Context: an optimization exercise on an open-source flow, tuned for small area, a short achievable clock period and few clock cycles per item. The choices shown serve that exercise and are no tape-out recipe. The RTL was checked by simulation tests, not by an equivalence proof against the original design.

Setup of orange:
==> module NoekeonGammaSbox, before the edit <==
module NoekeonGammaSbox(
	input wire	[3:0]	inData,
	output wire	[3:0]	outData
);
assign outData =
	(inData == 4'h0) ? 4'h7:
	(inData == 4'h1) ? 4'hA:
	(inData == 4'h2) ? 4'h2:
	(inData == 4'h3) ? 4'hC:
	(inData == 4'h4) ? 4'h4:
	(inData == 4'h5) ? 4'h8:
	(inData == 4'h6) ? 4'hF:
	(inData == 4'h7) ? 4'h0:
	(inData == 4'h8) ? 4'h5:
	(inData == 4'h9) ? 4'h9:
	(inData == 4'hA) ? 4'h1:
	(inData == 4'hB) ? 4'hE:
	(inData == 4'hC) ? 4'h3:
	(inData == 4'hD) ? 4'hD:
	(inData == 4'hE) ? 4'hB:
	4'h6;
endmodule
==> module NoekeonTheta, before the edit <==
module NoekeonTheta(
	input wire	[127:0]	inData,
	input wire	[127:0]	inVec,
	output wire	[127:0]	outData
);
wire	[31:0]	m02;
wire	[31:0]	m13;
NoekeonMix mix02(.inData(inData[31:0] ^ inData[95:64]), .outData(m02));
NoekeonMix mix13(.inData(inData[63:32] ^ inData[127:96]), .outData(m13));
wire	[127:0]	a = inData ^ inVec;
assign outData[31:0]   = a[31:0]   ^ m13;
assign outData[63:32]  = a[63:32]  ^ m02;
assign outData[95:64]  = a[95:64]  ^ m13;
assign outData[127:96] = a[127:96] ^ m02;
endmodule
==> flow/config.mk <==
export PLATFORM = sky130hd
export DESIGN_NAME = Noekeon
export DESIGN_NICKNAME = Noekeon
export VERILOG_FILES = /design/flow/design.v
export SDC_FILE = /design/flow/constraint.sdc
export NUM_CORES = 4
export LEC_CHECK = 0
export CAP_MARGIN = 20
export CORE_MARGIN = 2
export CORE_UTILIZATION = 40
export PLACE_DENSITY = 0.95
export SETUP_SLACK_MARGIN = 1.5
export SLEW_MARGIN = 20
==> flow/constraint.sdc <==
create_clock -name core_clock -period 5.0 [get_ports {inClk}]
set_input_delay 1.0000 -clock core_clock [delete_from_list [all_inputs] [get_ports {inClk}]]
set_output_delay 1.0000 -clock core_clock [all_outputs]
set_load 0.01 [all_outputs]
standard.sh (not shown) runs the stock make flow with config.mk's settings and CLKGATE_MAP_FILE= SYNTH_SCRIPT=/design/flow/synth_recipe.tcl, a recipe that flattens the netlist after the stock synthesis.
==> flow/flow/run.sh <==
#!/bin/bash
# The standard ORFS layout, with each port's buffer made with the
# smallest buffer cell instead of the one buffer_ports picks by default.
# Every input and output port still gets its own buffer.
set -euo pipefail
export BUFFER_PORTS_ARGS="-buffer_cell sky130_fd_sc_hd__buf_1"
bash standard.sh finish > flow_standard.log 2>&1
Testbench counts of orange, summed over its fixed seeds: cycles 6,928, items 368.
[inputs] red vs orange
-- flow/design.v --
<<< orange, line 3
	output wire	[3:0]	outData
);
assign outData =
	(inData == 4'h0) ? 4'h7:
	(inData == 4'h1) ? 4'hA:
	(inData == 4'h2) ? 4'h2:
	(inData == 4'h3) ? 4'hC:
	(inData == 4'h4) ? 4'h4:
	(inData == 4'h5) ? 4'h8:
	(inData == 4'h6) ? 4'hF:
	(inData == 4'h7) ? 4'h0:
	(inData == 4'h8) ? 4'h5:
	(inData == 4'h9) ? 4'h9:
	(inData == 4'hA) ? 4'h1:
	(inData == 4'hB) ? 4'hE:
	(inData == 4'hC) ? 4'h3:
	(inData == 4'hD) ? 4'hD:
	(inData == 4'hE) ? 4'hB:
	4'h6;
endmodule
module NoekeonGamma(
>>> red, line 3
	output wire	[3:0]	outData
);
wire	a1a = inData[1] ^ (~inData[3] & ~inData[2]);
wire	a0a = inData[0] ^ (inData[2] & a1a);
wire	b0  = inData[3];
wire	b3  = a0a;
wire	b2  = inData[2] ^ b0 ^ a1a ^ b3;
wire	b1  = a1a ^ (~b3 & ~b2);
wire	c0  = b0 ^ (b2 & b1);
assign outData = {b3, b2, b1, c0};
endmodule
module NoekeonGamma(
<<< orange, line 58
	output wire	[127:0]	outData
);
wire	[31:0]	m02;
wire	[31:0]	m13;
NoekeonMix mix02(.inData(inData[31:0] ^ inData[95:64]), .outData(m02));
NoekeonMix mix13(.inData(inData[63:32] ^ inData[127:96]), .outData(m13));
wire	[127:0]	a = inData ^ inVec;
assign outData[31:0]   = a[31:0]   ^ m13;
assign outData[63:32]  = a[63:32]  ^ m02;
assign outData[95:64]  = a[95:64]  ^ m13;
assign outData[127:96] = a[127:96] ^ m02;
endmodule
module NoekeonMix(
>>> red, line 49
	output wire	[127:0]	outData
);
wire	[31:0]	p02 = inData[31:0] ^ inData[95:64];
wire	[31:0]	p13 = inData[63:32] ^ inData[127:96];
wire	[31:0]	q02 = p02 ^ {p02[23:0], p02[31:24]};
wire	[31:0]	q13 = p13 ^ {p13[23:0], p13[31:24]};
wire	[31:0]	r02 = {p02[7:0], p02[31:8]};
wire	[31:0]	r13 = {p13[7:0], p13[31:8]};
wire	[127:0]	a = inData ^ inVec;
assign outData[31:0]   = (a[31:0]   ^ r13) ^ q13;
assign outData[63:32]  = (a[63:32]  ^ r02) ^ q02;
assign outData[95:64]  = (a[95:64]  ^ r13) ^ q13;
assign outData[127:96] = (a[127:96] ^ r02) ^ q02;
endmodule
module NoekeonMix(
[summary]
Looking at the reports, red completed the entire flow and the layout it produced met the timing, DRC and antenna checks.
red: critical path depth 1 above orange
What orange reported for gate count of the mapped netlist has to be multiplied by 1.10 to get the figure for red.
Summary of red over orange: die width went up by 5.1%; largest incremental delay on the critical path went down by 0.09 ns.
Summary of red over orange: actual slew at the worst max-slew pin increased 0.097 ns, ratio of final minimum period to clock period increased 4.3 points, count of non-CTS inverters in the layout increased 119, routed wire length increased 8.1%.
Testbench counts of red, summed over its fixed seeds: cycles 6,928, items 368.

========
The RTL this note starts from:
==> flow/design.v <==
module NoekeonGammaSbox(
	input wire	[3:0]	inData,
	output wire	[3:0]	outData
);
wire	a1a = inData[1] ^ (~inData[3] & ~inData[2]);
wire	a0a = inData[0] ^ (inData[2] & a1a);
wire	b0  = inData[3];
wire	b3  = a0a;
wire	b2  = inData[2] ^ b0 ^ a1a ^ b3;
wire	b1  = a1a ^ (~b3 & ~b2);
wire	c0  = b0 ^ (b2 & b1);
assign outData = {b3, b2, b1, c0};
endmodule
module NoekeonGamma(
	input wire	[127:0]	inData,
	output wire	[127:0]	outData
);
genvar i;
generate
	for (i = 0; i < 32; i = i + 1) begin : sbox
		NoekeonGammaSbox s(
			.inData({inData[96+i], inData[64+i], inData[32+i], inData[i]}),
			.outData({outData[96+i], outData[64+i], outData[32+i], outData[i]})
		);
	end
endgenerate
endmodule
module NoekeonPi1(
	input wire	[127:0]	inData,
	output wire	[127:0]	outData
);
assign outData[31:0]		= inData[31:0];
assign outData[63:32]	= {inData[62:32],inData[63]};
assign outData[95:64]	= {inData[90:64],inData[95:91]};
assign outData[127:96]	= {inData[125:96],inData[127:126]};
endmodule
module NoekeonPi2(
	input wire	[127:0]	inData,
	output wire	[127:0]	outData
);
assign outData[31:0]		= inData[31:0];
assign outData[63:32]	= {inData[32],inData[63:33]};
assign outData[95:64]	= {inData[68:64],inData[95:69]};
assign outData[127:96]	= {inData[97:96],inData[127:98]};
endmodule
module NoekeonTheta(
	input wire	[127:0]	inData,
	output wire	[127:0]	outData
);
wire	[31:0]	m02;
wire	[31:0]	m13;
NoekeonMix mix02(.inData(inData[31:0] ^ inData[95:64]), .outData(m02));
NoekeonMix mix13(.inData(inData[63:32] ^ inData[127:96]), .outData(m13));
assign outData[31:0]   = inData[31:0]   ^ m13;
assign outData[63:32]  = inData[63:32]  ^ m02;
assign outData[95:64]  = inData[95:64]  ^ m13;
assign outData[127:96] = inData[127:96] ^ m02;
endmodule
module NoekeonKeyTheta(
	input wire	[127:0]	inKey,
	input wire				inUseK,
	input wire				inUseU,
	input wire				inUseT,
	output wire	[127:0]	outKey
);
wire	[31:0]	u;
wire	[31:0]	t;
NoekeonMix mixU(.inData(inKey[63:32] ^ inKey[127:96]), .outData(u));
NoekeonMix mixT(.inData(inKey[31:0] ^ inKey[95:64]), .outData(t));
wire	[31:0]	uu = u & {32{inUseU}};
wire	[31:0]	tt = t & {32{inUseT}};
wire	[127:0]	kk = inKey & {128{inUseK}};
assign outKey = kk ^ {tt, uu, tt, uu};
endmodule
module NoekeonRoundSh(
	input wire	[127:0]	inData,
	input wire				inFirst,
	input wire				inZero,
	input wire	[127:0]	inVec,
	output wire	[127:0]	outData
);
wire	[127:0]	p1;
wire	[127:0]	g;
wire	[127:0]	p2;
wire	[127:0]	src;
wire	[127:0]	th;
NoekeonPi1 noekeon_Pi1(.inData(inData), .outData(p1));
NoekeonGamma noekeon_Gamma(.inData(p1), .outData(g));
NoekeonPi2 noekeon_Pi2(.inData(g), .outData(p2));
assign src = inFirst ? (inData & {128{~inZero}}) : p2;
NoekeonTheta noekeon_Theta(.inData(src), .outData(th));
assign outData = th ^ inVec;
endmodule
module NoekeonMix(
	input wire	[31:0]	inData,
	output wire	[31:0]	outData
);
assign outData = inData ^ {inData[23:0], inData[31:24]} ^ {inData[7:0], inData[31:8]};
endmodule
module NoekeonConstatBox(
	input wire	[7:0]		inRc,
	input wire				inDecipher,
	output wire	[7:0]		outRcNext,
	output wire	[127:0]	outConst
);
wire	[7:0]	fwd = {inRc[6:0], 1'b0} ^ (inRc[7] ? 8'h1B : 8'h00);
wire	[7:0]	rc1 = inRc ^ (inRc[0] ? 8'h1B : 8'h00);
wire	[7:0]	bwd = {inRc[0], rc1[7:1]};
assign outRcNext = inDecipher ? bwd : fwd;
wire	[7:0]	e = inDecipher ? 8'h00 : inRc;
wire	[31:0]	w13 = {e, 8'h00, e, e};
assign outConst = {w13, 32'h0, w13, 24'h0, inRc};
endmodule
module NoekeonDataReg(
	input wire				inClk,
	input wire				inBusy,
	input wire				inLoad,
	input wire	[127:0]	inDataExt,
	input wire	[127:0]	inDataInt,
	output wire	[127:0]	outData
);
reg [127:0]		DataReg;
always @(posedge inClk) begin
	if (inBusy == 1'b1)
		DataReg <= inDataInt;
	else if (inLoad == 1'b1)
		DataReg <= inDataExt;
end
assign outData = DataReg;
endmodule
module NoekeonDataOutReg(
	input wire	[127:0]	inData,
	output wire	[127:0]	outData
);
assign outData = inData;
endmodule
module NoekeonKeyReg(
	input wire				inClk,
	input wire				inReset,
	input wire				inKeyWrExt,
	input wire	[127:0]	inKeyDataExt,
	input wire				inKeyWrInt,
	input wire	[127:0]	inKeyDataInt,
	output wire	[127:0]	outKey
);
reg [127:0]		KeyReg;
always @(posedge inClk or posedge inReset) begin
	if (inReset == 1'b1)
		KeyReg <= 128'b0;
	else if (inKeyWrExt == 1'b1)
		KeyReg <= inKeyDataExt;
	else if (inKeyWrInt == 1'b1)
		KeyReg <= inKeyDataInt;
end
assign outKey = KeyReg;
endmodule
module NoekeonControl(
	input wire				inClk,
	input wire				inReset,
	input wire				inMode,
	input wire				inDecipher,
	input wire				inDataWr,
	input wire				inKeyWr,
	input wire	[7:0]		inRcNext,
	output wire				outBusy,
	output wire				outFirst,
	output wire				outMode,
	output wire				outDecipher,
	output wire	[7:0]		outRc,
	output wire				outDataLoad,	 
	output wire				outKeyWrExt,	 
	output wire				outKeyWrInt,	 
	output wire				outUseK,
	output wire				outUseU,
	output wire				outUseT
);
reg				regBusy;
reg				regFirst;
reg				regMode;
reg				regDecipher;
reg	[7:0]		regRc;
wire	startKey  = ~regBusy & inKeyWr & inMode;
wire	startData = ~regBusy & inDataWr & ~(inKeyWr & inMode);
wire	last      = ~regFirst & (regRc == (regDecipher ? 8'h80 : 8'hD4));
always @(posedge inClk or posedge inReset) begin
	if (inReset == 1'b1)
		regBusy <= 1'b0;
	else if (regBusy == 1'b0)
		regBusy <= startKey | startData;
	else if (last == 1'b1)
		regBusy <= 1'b0;
end
always @(posedge inClk) begin
	regFirst <= ~regBusy;
	if (regBusy == 1'b0) begin
		regMode <= inKeyWr & inMode;
		regDecipher <= inDecipher & ~(inKeyWr & inMode);
		regRc <= (inDecipher & ~(inKeyWr & inMode)) ? 8'hD4 : 8'h80;
	end else begin
		regRc <= inRcNext;
	end
end
assign outBusy = regBusy;
assign outFirst = regFirst;
assign outMode = regMode;
assign outDecipher = regDecipher;
assign outRc = regRc;
assign outDataLoad = startData;
assign outKeyWrExt = ~regBusy & inKeyWr;
assign outKeyWrInt = regBusy & regMode & last;
assign outUseK = ~regMode | regFirst;
assign outUseU = ~regDecipher & (~regMode | regFirst);
assign outUseT = regDecipher | (regMode & regFirst);
endmodule
module Noekeon(
	input wire				inClk,
	input wire				inReset,
	input wire				inMode,			 
	input wire				inDecipher,		 
	input wire				inDataWr,
	input wire	[127:0]	inDataData,
	input wire				inKeyWr,
	input wire	[127:0]	inKeyData,
	output wire				outBusy,
	output wire	[127:0]	outData
);
wire			busy;
wire			first;
wire			mode;
wire			decipher;
wire	[7:0]	rc;
wire	[7:0]	rcNext;
wire			dataLoad;
wire			keyWrExt;
wire			keyWrInt;
wire			useK;
wire			useU;
wire			useT;
wire	[127:0]	key;
wire	[127:0]	keyVec;
wire	[127:0]	constVec;
wire	[127:0]	state;
wire	[127:0]	roundData;
NoekeonControl noekeon_Control(
	.inClk(inClk),
	.inReset(inReset),
	.inMode(inMode),
	.inDecipher(inDecipher),
	.inDataWr(inDataWr),
	.inKeyWr(inKeyWr),
	.inRcNext(rcNext),
	.outBusy(busy),
	.outFirst(first),
	.outMode(mode),
	.outDecipher(decipher),
	.outRc(rc),
	.outDataLoad(dataLoad),
	.outKeyWrExt(keyWrExt),
	.outKeyWrInt(keyWrInt),
	.outUseK(useK),
	.outUseU(useU),
	.outUseT(useT)
);
NoekeonKeyReg noekeon_KeyReg(
	.inClk(inClk),
	.inReset(inReset),
	.inKeyWrExt(keyWrExt),
	.inKeyDataExt(inKeyData),
	.inKeyWrInt(keyWrInt),
	.inKeyDataInt(roundData),
	.outKey(key)
);
NoekeonKeyTheta noekeon_KeyTheta(
	.inKey(key),
	.inUseK(useK),
	.inUseU(useU),
	.inUseT(useT),
	.outKey(keyVec)
);
NoekeonConstatBox noekeon_ConstatBox(
	.inRc(rc),
	.inDecipher(decipher),
	.outRcNext(rcNext),
	.outConst(constVec)
);
NoekeonRoundSh noekeon_RoundSh(
	.inData(state),
	.inFirst(first),
	.inZero(mode),
	.inVec(keyVec ^ constVec),
	.outData(roundData)
);
NoekeonDataReg noekeon_DataReg(
	.inClk(inClk),
	.inBusy(busy),
	.inLoad(dataLoad),
	.inDataExt(inDataData),
	.inDataInt(roundData),
	.outData(state)
);
NoekeonDataOutReg noekeon_DataOutReg(
	.inData(state),
	.outData(outData)
);
assign outBusy = busy;
endmodule
clock: 5.0 ns
lec_check: 0
cap_margin: 20
core_margin: 2
core_utilization: 40
slew_margin: 20
run.sh (not shown) runs the stock make flow with config.mk's settings and CLKGATE_MAP_FILE= SYNTH_SCRIPT=/design/flow/synth_recipe.tcl, a recipe that flattens the netlist after the stock synthesis.
Stock flow here: none of the scripts above is used.
Testbench counts at the start, summed over its fixed seeds: cycles 6,912, items 368.
==> next run, changes <==
--- a/flow/design.v
+++ b/flow/design.v
@@ -1,17 +1,29 @@
 module NoekeonGammaSbox(
 	input wire	[3:0]	inData,
-	output wire	[3:0]	outData
+	output reg	[3:0]	outData
 );
-wire	a1a = inData[1] ^ (~inData[3] & ~inData[2]);
-wire	a0a = inData[0] ^ (inData[2] & a1a);
-wire	b0  = inData[3];
-wire	b3  = a0a;
-wire	b2  = inData[2] ^ b0 ^ a1a ^ b3;
-wire	b1  = a1a ^ (~b3 & ~b2);
-wire	c0  = b0 ^ (b2 & b1);
-assign outData = {b3, b2, b1, c0};
+always @(*) begin
+	case (inData)
+		4'h0: outData = 4'h7;
+		4'h1: outData = 4'hA;
+		4'h2: outData = 4'h2;
+		4'h3: outData = 4'hC;
+		4'h4: outData = 4'h4;
+		4'h5: outData = 4'h8;
+		4'h6: outData = 4'hF;
+		4'h7: outData = 4'h0;
+		4'h8: outData = 4'h5;
+		4'h9: outData = 4'h9;
+		4'hA: outData = 4'h1;
+		4'hB: outData = 4'hE;
+		4'hC: outData = 4'h3;
+		4'hD: outData = 4'hD;
+		4'hE: outData = 4'hB;
+		default: outData = 4'h6;
+	endcase
+end
 endmodule
 module NoekeonGamma(
 	input wire	[127:0]	inData,
 	output wire	[127:0]	outData
 );
Outcome: Global-route usage shrinks by 2.8 points; setup slack gains 0.21 ns; die area grows by about 30%; non-clock buffer count shrinks by 57; clock skew grows by 0.0065 ns; routed wire length grows by about 18%.
Testbench counts after the change, summed over its fixed seeds: cycles 6,912, items 368.

re-timing with driven ports:
The flow's constraints put no driver on any port. The routed layouts listed below were extracted and timed again, unchanged, in two steps. Step 1 sets driving cells, clkbuf_16 on the clock port and buf_2 on the other inputs (assumed; they add their load-dependent delay and slew). Step 2, shift: input delay + t, output delay - t, t = (earliest + latest rising clock arrival at the registers) / 2. This alone moves slack from input paths to output paths. Three values: ideal ports, drivers, drivers and shift; two values: the first two.
| run | t (ns) | slack for setup (ns) | worst setup path at the end | slew at the worst register clock pin (ns) |
|---|---|---|---|---|
| orange | 0.609 | 1.743 / 1.743 / 1.743 | register to register | 0.06 / 0.06 |
| red | 0.649 | 1.526 / 1.526 / 1.442 | input to register | 0.07 / 0.07 |
| the first run of note 2 | 0.630 | 0.803 / 0.803 / 0.803 | register to register | 0.06 / 0.06 |
| the second run of note 2 | 0.685 | 1.013 / 1.013 / 0.862 | input to register | 0.07 / 0.07 |
After both steps setup and hold are still met in every run listed. The setup slack of the second run of note 2, which loses most, moves by 0.000 ns with the drivers and by -0.151 ns with both steps.
